Source: an optimization exercise on an open RTL-to-GDS flow (aim: small area and a short achievable clock period). Production flows keep margins and buffers that such runs may drop.
In this exercise RTL edits were held to simulation tests only and were not proved equivalent to the original.
No activity file was given, so power comes from the tool's default toggle rates.

==> flow/design.v (excerpt) <==
module FIR (
	input  wire        rst_n,
	input  wire        CLK,
	input  wire [15:0] sample_in,
	input  wire        En_FIR,
	output wire [31:0] sample_out
);
export LEC_CHECK = 0
export CAP_MARGIN = 20
export CORE_MARGIN = 2
export CORE_UTILIZATION = 55
export CTS_BUF_LIST = sky130_fd_sc_hd__clkbuf_4
export PLACE_DENSITY = 0.7
export SLEW_MARGIN = 20
export SYNTH_HIERARCHICAL = 1
create_clock -name core_clock -period 24.0 [get_ports {CLK}]
standard.sh (not shown) runs the stock make flow with config.mk's settings and CLKGATE_MAP_FILE= SYNTH_SCRIPT=/design/flow/synth_recipe.tcl, a recipe that flattens the netlist after the stock synthesis.
==> flow/flow/run.sh <==
#!/bin/bash
# Own flow: the standard layout (standard.sh, unchanged synthesis), with
# timing repair aimed below the achieved period instead of the 24 ns clock,
# and port buffers of a plain buffer cell.  Each tool's output goes to its
# own log in this folder.
set -euo pipefail
export SETUP_SLACK_MARGIN=14.4
export BUFFER_PORTS_ARGS="-buffer_cell sky130_fd_sc_hd__buf_4"
bash standard.sh synth      > synth.log 2>&1
bash standard.sh floorplan  > floorplan.log 2>&1
bash standard.sh place      > place.log 2>&1
bash standard.sh cts        > cts.log 2>&1
bash standard.sh route      > route.log 2>&1
bash standard.sh finish     > finish.log 2>&1
The starting point ran to the end with no violations.
Rerun with:
--- a/flow/flow/run.sh
+++ b/flow/flow/run.sh
@@ -4,2 +4,2 @@
-# and port buffers of a plain buffer cell.  Each tool's output goes to its
-# own log in this folder.
+# port buffers of a plain buffer cell, and a clock tree with larger sink
+# clusters.  Each tool's output goes to its own log in this folder.
@@ -8,0 +9 @@
+export CTS_ARGS="-sink_clustering_enable -repair_clock_nets -buf_list sky130_fd_sc_hd__clkbuf_8 -sink_clustering_size 12 -sink_clustering_max_diameter 50 -dont_use_dummy_load"
- CTS_BUF_LIST: sky130_fd_sc_hd__clkbuf_4 -> default
Effect:
- The new run finished with timing, DRC and antenna clean
- routed wire length is lower by 1.3%
- global-route usage shrinks by 0.58 points
- combinational power stays flat
- clock skew climbs by 5.0 ps
- hold slack degrades by 24 ps
- cell count drops by 4.7%
- via count went down by 3.5%
- cell area shrinks by 2.3%
- synthesized area is unchanged
- power falls by 11%
Rerun with:
--- a/flow/flow/run.sh
+++ b/flow/flow/run.sh
@@ -9 +9 @@
-export CTS_ARGS="-sink_clustering_enable -repair_clock_nets -buf_list sky130_fd_sc_hd__clkbuf_8 -sink_clustering_size 12 -sink_clustering_max_diameter 50 -dont_use_dummy_load"
+export CTS_ARGS="-sink_clustering_enable -repair_clock_nets -buf_list sky130_fd_sc_hd__clkbuf_16 -sink_clustering_size 24 -sink_clustering_max_diameter 60 -dont_use_dummy_load"
What happened: The changed run completed without violations. Cell count fell slightly. Routed wire length barely changes. Final area rose slightly.

---

Another version of the RTL of FIR (not shown whole).
Size in the first run: roughly 1100 flip-flops, roughly 51 I/O pins, about 0.073 mm² of cells after synthesis.
Settings: LEC_CHECK=0, CAP_MARGIN=20, CORE_MARGIN=2, CORE_UTILIZATION=55, PLACE_DENSITY=0.7, SLEW_MARGIN=20, SYNTH_HIERARCHICAL=1; clock period 24.0 ns.
==> flow/flow/run.sh <==
#!/bin/bash
# Own flow: the standard layout (standard.sh, unchanged synthesis), with
# timing repair aimed below the achieved period instead of the 24 ns clock,
# port buffers of a plain buffer cell, and a clock tree with larger sink
# clusters.  Each tool's output goes to its own log in this folder.
set -euo pipefail
export SETUP_SLACK_MARGIN=14.05
export BUFFER_PORTS_ARGS="-buffer_cell sky130_fd_sc_hd__buf_4"
export CTS_ARGS="-sink_clustering_enable -repair_clock_nets -buf_list sky130_fd_sc_hd__clkbuf_4 -sink_clustering_size 10 -sink_clustering_max_diameter 35 -dont_use_dummy_load"
bash standard.sh synth      > synth.log 2>&1
bash standard.sh floorplan  > floorplan.log 2>&1
bash standard.sh place      > place.log 2>&1
bash standard.sh cts        > cts.log 2>&1
bash standard.sh route      > route.log 2>&1
bash standard.sh finish     > finish.log 2>&1
The first run produced a clean layout.
==> next run, changes <==
==> flow/run.sh (new file) <==
#!/bin/bash
# synth_recipe.tcl (not shown) runs the flow's synth.tcl, then flattens the netlist and writes it again
# the make line also repeats each setting of config.mk as NAME=value (left out here)
make -C /OpenROAD-flow-scripts/flow DESIGN_CONFIG=/design/flow/config.mk WORK_HOME=/design/flow/orfs CLKGATE_MAP_FILE= SYNTH_SCRIPT=/design/flow/synth_recipe.tcl finish
--- a/flow/config.mk
+++ b/flow/config.mk
@@ -10,0 +11,3 @@
+export CTS_BUF_LIST = sky130_fd_sc_hd__clkbuf_4
+export CTS_CLUSTER_DIAMETER = 35
+export CTS_CLUSTER_SIZE = 10
@@ -11,0 +15 @@
+export SETUP_SLACK_MARGIN = 5
removed: flow/flow/run.sh
removed: flow/standard.sh
Effect: Final area rises slightly. Combinational power hardly moves. Core utilization rises by 0.64 points. Die area is unchanged. Sequential share of layout area falls by 0.32 points. Routed wire length rises by a few percent. Area after synthesis stays the same. Setup slack got worse by 1.0 ns. Clock skew falls by 0.048 ns.
==> next run, changes <==
==> flow/flow/run.sh (new file) <==
#!/bin/bash
# Own flow: the standard layout (standard.sh, unchanged synthesis), with
# timing repair aimed below the achieved period instead of the 24 ns clock,
# port buffers of a plain buffer cell, and a clock tree with larger sink
# clusters.  Each tool's output goes to its own log in this folder.
set -euo pipefail
export SETUP_SLACK_MARGIN=14.05
export BUFFER_PORTS_ARGS="-buffer_cell sky130_fd_sc_hd__buf_4"
export CTS_ARGS="-sink_clustering_enable -repair_clock_nets -buf_list sky130_fd_sc_hd__clkbuf_4 -sink_clustering_size 10 -sink_clustering_max_diameter 35 -dont_use_dummy_load"
bash standard.sh synth      > synth.log 2>&1
bash standard.sh floorplan  > floorplan.log 2>&1
bash standard.sh place      > place.log 2>&1
bash standard.sh cts        > cts.log 2>&1
bash standard.sh route      > route.log 2>&1
bash standard.sh finish     > finish.log 2>&1
==> flow/standard.sh (new file) <==
#!/bin/bash
# synth_recipe.tcl (not shown) runs the flow's synth.tcl, then flattens the netlist and writes it again
# the make line also repeats each setting of config.mk as NAME=value (left out here)
make -C /OpenROAD-flow-scripts/flow DESIGN_CONFIG=/design/flow/config.mk WORK_HOME=/design/flow/orfs CLKGATE_MAP_FILE= SYNTH_SCRIPT=/design/flow/synth_recipe.tcl "${@:-finish}"
--- a/flow/config.mk
+++ b/flow/config.mk
@@ -8 +8 @@
-export CAP_MARGIN = 20
+export CAP_MARGIN = 0
@@ -11,3 +10,0 @@
-export CTS_BUF_LIST = sky130_fd_sc_hd__clkbuf_4
-export CTS_CLUSTER_DIAMETER = 35
-export CTS_CLUSTER_SIZE = 10
@@ -15,2 +12 @@
-export SETUP_SLACK_MARGIN = 5
-export SLEW_MARGIN = 20
+export SLEW_MARGIN = 0
removed: flow/run.sh
=> The changed run finished with timing, DRC and antenna clean. Final area came out lower slightly. Worst setup slack improves by 1.0 ns. Synthesized area stays the same. Synthesized cell count is unchanged.
==> next run, changes <==
--- a/flow/flow/run.sh
+++ b/flow/flow/run.sh
@@ -8 +8 @@
-export BUFFER_PORTS_ARGS="-buffer_cell sky130_fd_sc_hd__buf_4"
+export BUFFER_PORTS_ARGS="-buffer_cell sky130_fd_sc_hd__buf_1"
--- a/flow/config.mk
+++ b/flow/config.mk
@@ -8 +8 @@
-export CAP_MARGIN = 0
+export CAP_MARGIN = 20
@@ -12 +12 @@
-export SLEW_MARGIN = 0
+export SLEW_MARGIN = 20
The new run ran to the end with no violations.
Design area hardly moves.
Core utilization barely changes.
Power barely changes.
Via count went down slightly.
Sequential cell count stays the same.
Final cell count hardly moves.
Global-route usage went down by 0.44 points.
Register-to-register slack is better by 0.06 ns.
Clock power went up slightly.
Hold slack is worse by 0.024 ns.
First-iteration DRC count went down by a few percent.

---

FIR, a different RTL version from the one above (not shown whole).
For scale: ~4900 cells after synthesis, roughly 1100 flip-flops, roughly 51 I/O pins.
Settings: LEC_CHECK=0, CAP_MARGIN=20, CORE_MARGIN=2, CORE_UTILIZATION=55, PLACE_DENSITY=0.7, SLEW_MARGIN=20, SYNTH_HIERARCHICAL=1; clock period 24.0 ns.
==> flow/flow/run.sh <==
#!/bin/bash
# Own flow: the standard layout (standard.sh, unchanged synthesis), with
# timing repair aimed below the achieved period instead of the 24 ns clock,
# port buffers of a plain buffer cell, and a clock tree with larger sink
# clusters.  Each tool's output goes to its own log in this folder.
set -euo pipefail
export SETUP_SLACK_MARGIN=14.05
export BUFFER_PORTS_ARGS="-buffer_cell sky130_fd_sc_hd__buf_4"
export CTS_ARGS="-sink_clustering_enable -repair_clock_nets -buf_list sky130_fd_sc_hd__clkbuf_8 -sink_clustering_size 16 -sink_clustering_max_diameter 40 -dont_use_dummy_load"
bash standard.sh synth      > synth.log 2>&1
bash standard.sh floorplan  > floorplan.log 2>&1
bash standard.sh place      > place.log 2>&1
bash standard.sh cts        > cts.log 2>&1
bash standard.sh route      > route.log 2>&1
bash standard.sh finish     > finish.log 2>&1
The baseline completed with no timing, DRC or antenna violations.
==> next run, changes <==
--- a/flow/flow/run.sh
+++ b/flow/flow/run.sh
@@ -9 +9 @@
-export CTS_ARGS="-sink_clustering_enable -repair_clock_nets -buf_list sky130_fd_sc_hd__clkbuf_8 -sink_clustering_size 16 -sink_clustering_max_diameter 40 -dont_use_dummy_load"
+export CTS_ARGS="-sink_clustering_enable -repair_clock_nets -buf_list sky130_fd_sc_hd__clkbuf_8 -sink_clustering_size 12 -sink_clustering_max_diameter 50 -dont_use_dummy_load"
Settings changed: CORE_UTILIZATION 55 to 70, PLACE_DENSITY 0.7 to 0.8.
Combinational power is higher by 8.8%. Synthesized area is unchanged. Total power is higher by 0.88%. Flip-flop and latch count does not change. Cell count is lower by 5.7%.

---

FIR again, from the RTL that the note above started with.
clock: 24.0 ns
lec_check: 0
cap_margin: 20
core_margin: 2
core_utilization: 55
place_density: 0.7
slew_margin: 20
synth_hierarchical: 1
==> flow/flow/run.sh <==
#!/bin/bash
# Own flow: the standard layout (standard.sh, unchanged synthesis), with
# timing repair aimed below the achieved period instead of the 24 ns clock,
# port buffers of a plain buffer cell, and a clock tree with larger sink
# clusters.  Each tool's output goes to its own log in this folder.
set -euo pipefail
export SETUP_SLACK_MARGIN=14.05
export BUFFER_PORTS_ARGS="-buffer_cell sky130_fd_sc_hd__buf_4"
export CTS_ARGS="-sink_clustering_enable -repair_clock_nets -buf_list sky130_fd_sc_hd__clkbuf_4 -sink_clustering_size 10 -sink_clustering_max_diameter 35 -dont_use_dummy_load"
bash standard.sh synth      > synth.log 2>&1
bash standard.sh floorplan  > floorplan.log 2>&1
bash standard.sh place      > place.log 2>&1
bash standard.sh cts        > cts.log 2>&1
bash standard.sh route      > route.log 2>&1
bash standard.sh finish     > finish.log 2>&1
The baseline produced a clean layout.
Next try:
--- a/flow/flow/run.sh
+++ b/flow/flow/run.sh
@@ -8,3 +8,3 @@
 export BUFFER_PORTS_ARGS="-buffer_cell sky130_fd_sc_hd__buf_4"
-export CTS_ARGS="-sink_clustering_enable -repair_clock_nets -buf_list sky130_fd_sc_hd__clkbuf_4 -sink_clustering_size 10 -sink_clustering_max_diameter 35 -dont_use_dummy_load"
+export CTS_ARGS="-sink_clustering_enable -repair_clock_nets -buf_list sky130_fd_sc_hd__clkbuf_8 -sink_clustering_size 12 -sink_clustering_max_diameter 50 -dont_use_dummy_load"
 bash standard.sh synth      > synth.log 2>&1
After rerunning: The changed run produced a clean layout; worst setup slack got worse by 0.0057 ns; register-to-register slack stays flat; combinational power hardly moves.
Next try:
--- a/flow/flow/run.sh
+++ b/flow/flow/run.sh
@@ -8,3 +8,3 @@
 export BUFFER_PORTS_ARGS="-buffer_cell sky130_fd_sc_hd__buf_4"
-export CTS_ARGS="-sink_clustering_enable -repair_clock_nets -buf_list sky130_fd_sc_hd__clkbuf_8 -sink_clustering_size 12 -sink_clustering_max_diameter 50 -dont_use_dummy_load"
+export CTS_ARGS="-sink_clustering_enable -repair_clock_nets -buf_list sky130_fd_sc_hd__clkbuf_8 -sink_clustering_size 18 -sink_clustering_max_diameter 60 -dont_use_dummy_load"
 bash standard.sh synth      > synth.log 2>&1
- worst setup slack hardly moves
- wire length stays flat
- cell count goes down by 0.46%
- register-to-register slack is better by 0.02 ns
Next try:
--- a/flow/flow/run.sh
+++ b/flow/flow/run.sh
@@ -8,3 +8,3 @@
 export BUFFER_PORTS_ARGS="-buffer_cell sky130_fd_sc_hd__buf_4"
-export CTS_ARGS="-sink_clustering_enable -repair_clock_nets -buf_list sky130_fd_sc_hd__clkbuf_8 -sink_clustering_size 18 -sink_clustering_max_diameter 60 -dont_use_dummy_load"
+export CTS_ARGS="-sink_clustering_enable -repair_clock_nets -buf_list sky130_fd_sc_hd__clkbuf_4 -sink_clustering_size 10 -sink_clustering_max_diameter 50 -dont_use_dummy_load"
 bash standard.sh synth      > synth.log 2>&1
The new run finished with timing, DRC and antenna clean; clock skew decreases by 0.034 ns; worst setup slack is better by 0.0032 ns; non-clock buffer count decreases by 6; total power decreases by 0.63%; first-iteration DRC count decreases by 3.8%.
Next try:
--- a/flow/flow/run.sh
+++ b/flow/flow/run.sh
@@ -8,3 +8,3 @@
 export BUFFER_PORTS_ARGS="-buffer_cell sky130_fd_sc_hd__buf_4"
-export CTS_ARGS="-sink_clustering_enable -repair_clock_nets -buf_list sky130_fd_sc_hd__clkbuf_4 -sink_clustering_size 10 -sink_clustering_max_diameter 50 -dont_use_dummy_load"
+export CTS_ARGS="-sink_clustering_enable -repair_clock_nets -buf_list sky130_fd_sc_hd__clkbuf_4 -sink_clustering_size 8 -sink_clustering_max_diameter 50 -dont_use_dummy_load"
 bash standard.sh synth      > synth.log 2>&1
Effect: Setup slack is about the same; design area increases slightly; power increases slightly; routed wire length barely changes; synthesized area stays the same; via count increases slightly; count of clock-buffer cells in the layout increases by 27; die area does not change.
Next try:
--- a/flow/flow/run.sh
+++ b/flow/flow/run.sh
@@ -6,5 +6,5 @@
 set -euo pipefail
-export SETUP_SLACK_MARGIN=14.05
+export SETUP_SLACK_MARGIN=14.0
 export BUFFER_PORTS_ARGS="-buffer_cell sky130_fd_sc_hd__buf_4"
-export CTS_ARGS="-sink_clustering_enable -repair_clock_nets -buf_list sky130_fd_sc_hd__clkbuf_4 -sink_clustering_size 8 -sink_clustering_max_diameter 50 -dont_use_dummy_load"
+export CTS_ARGS="-sink_clustering_enable -repair_clock_nets -buf_list sky130_fd_sc_hd__clkbuf_8 -sink_clustering_size 12 -sink_clustering_max_diameter 50 -dont_use_dummy_load"
 bash standard.sh synth      > synth.log 2>&1
The new run ran to the end with no violations.
Power is higher slightly.
Cell area is about the same.
Global-route usage drops by 0.19 points.
Cell count is lower slightly.
Sequential share of layout area barely changes.
Routed wire length barely changes.
Register-to-register slack loses 0.05 ns.
Synthesized area is unchanged.
Synthesized cell count stays the same.

-- re-timing with driven ports --
In the flow no input, the clock included, has a driving cell. The finished layouts below were timed again as built, in two steps.
Step 1, drivers: a clkbuf_16 drives CLK and a buf_2 each remaining input, both assumed.
Step 2 moves the port delays by t, midway between the first and last clock arrival at a register: inputs arrive t later, outputs are due t later. That takes back most of the time a late clock gives input paths.
Slacks: ideal / step 1 / step 2; pairs: ideal / step 1.
run	t, ns	slack for setup (ns)	slew at the worst register clock pin (ns)
the first run of note 1	1.370	13.992 / 13.570 / 13.533	0.08 / 0.08
the second run of note 1	0.934	13.989 / 13.575 / 13.521	0.09 / 0.09
the third run of note 1	0.791	13.997 / 13.579 / 13.565	0.09 / 0.09
the first run of note 2	1.214	14.006 / 13.553 / 13.324	0.12 / 0.12
the second run of note 2	1.308	12.973 / 12.950 / 12.950	0.12 / 0.12
the third run of note 2	1.222	14.006 / 13.550 / 13.306	0.11 / 0.11
the fourth run of note 2	1.231	13.973 / 13.673 / 13.673	0.11 / 0.11
the first run of note 3	0.957	14.003 / 13.598 / 13.257	0.10 / 0.10
the second run of note 3	0.869	14.004 / 13.605 / 13.605	0.09 / 0.09
the first run of note 4	1.250	14.007 / 13.670 / 13.316	0.11 / 0.11
the second run of note 4	0.934	14.001 / 13.607 / 13.401	0.09 / 0.09
the third run of note 4	0.863	14.000 / 13.604 / 13.326	0.12 / 0.12
the fourth run of note 4	1.192	14.003 / 13.665 / 13.511	0.12 / 0.12
the fifth run of note 4	1.242	14.006 / 13.606 / 13.271	0.11 / 0.11
the sixth run of note 4	0.927	13.988 / 13.633 / 13.619	0.09 / 0.09
After both steps setup and hold are still met in every run listed. For the first run of note 3, which loses most, drivers alone change the setup slack by -0.405 ns; drivers and shift together by -0.746 ns.
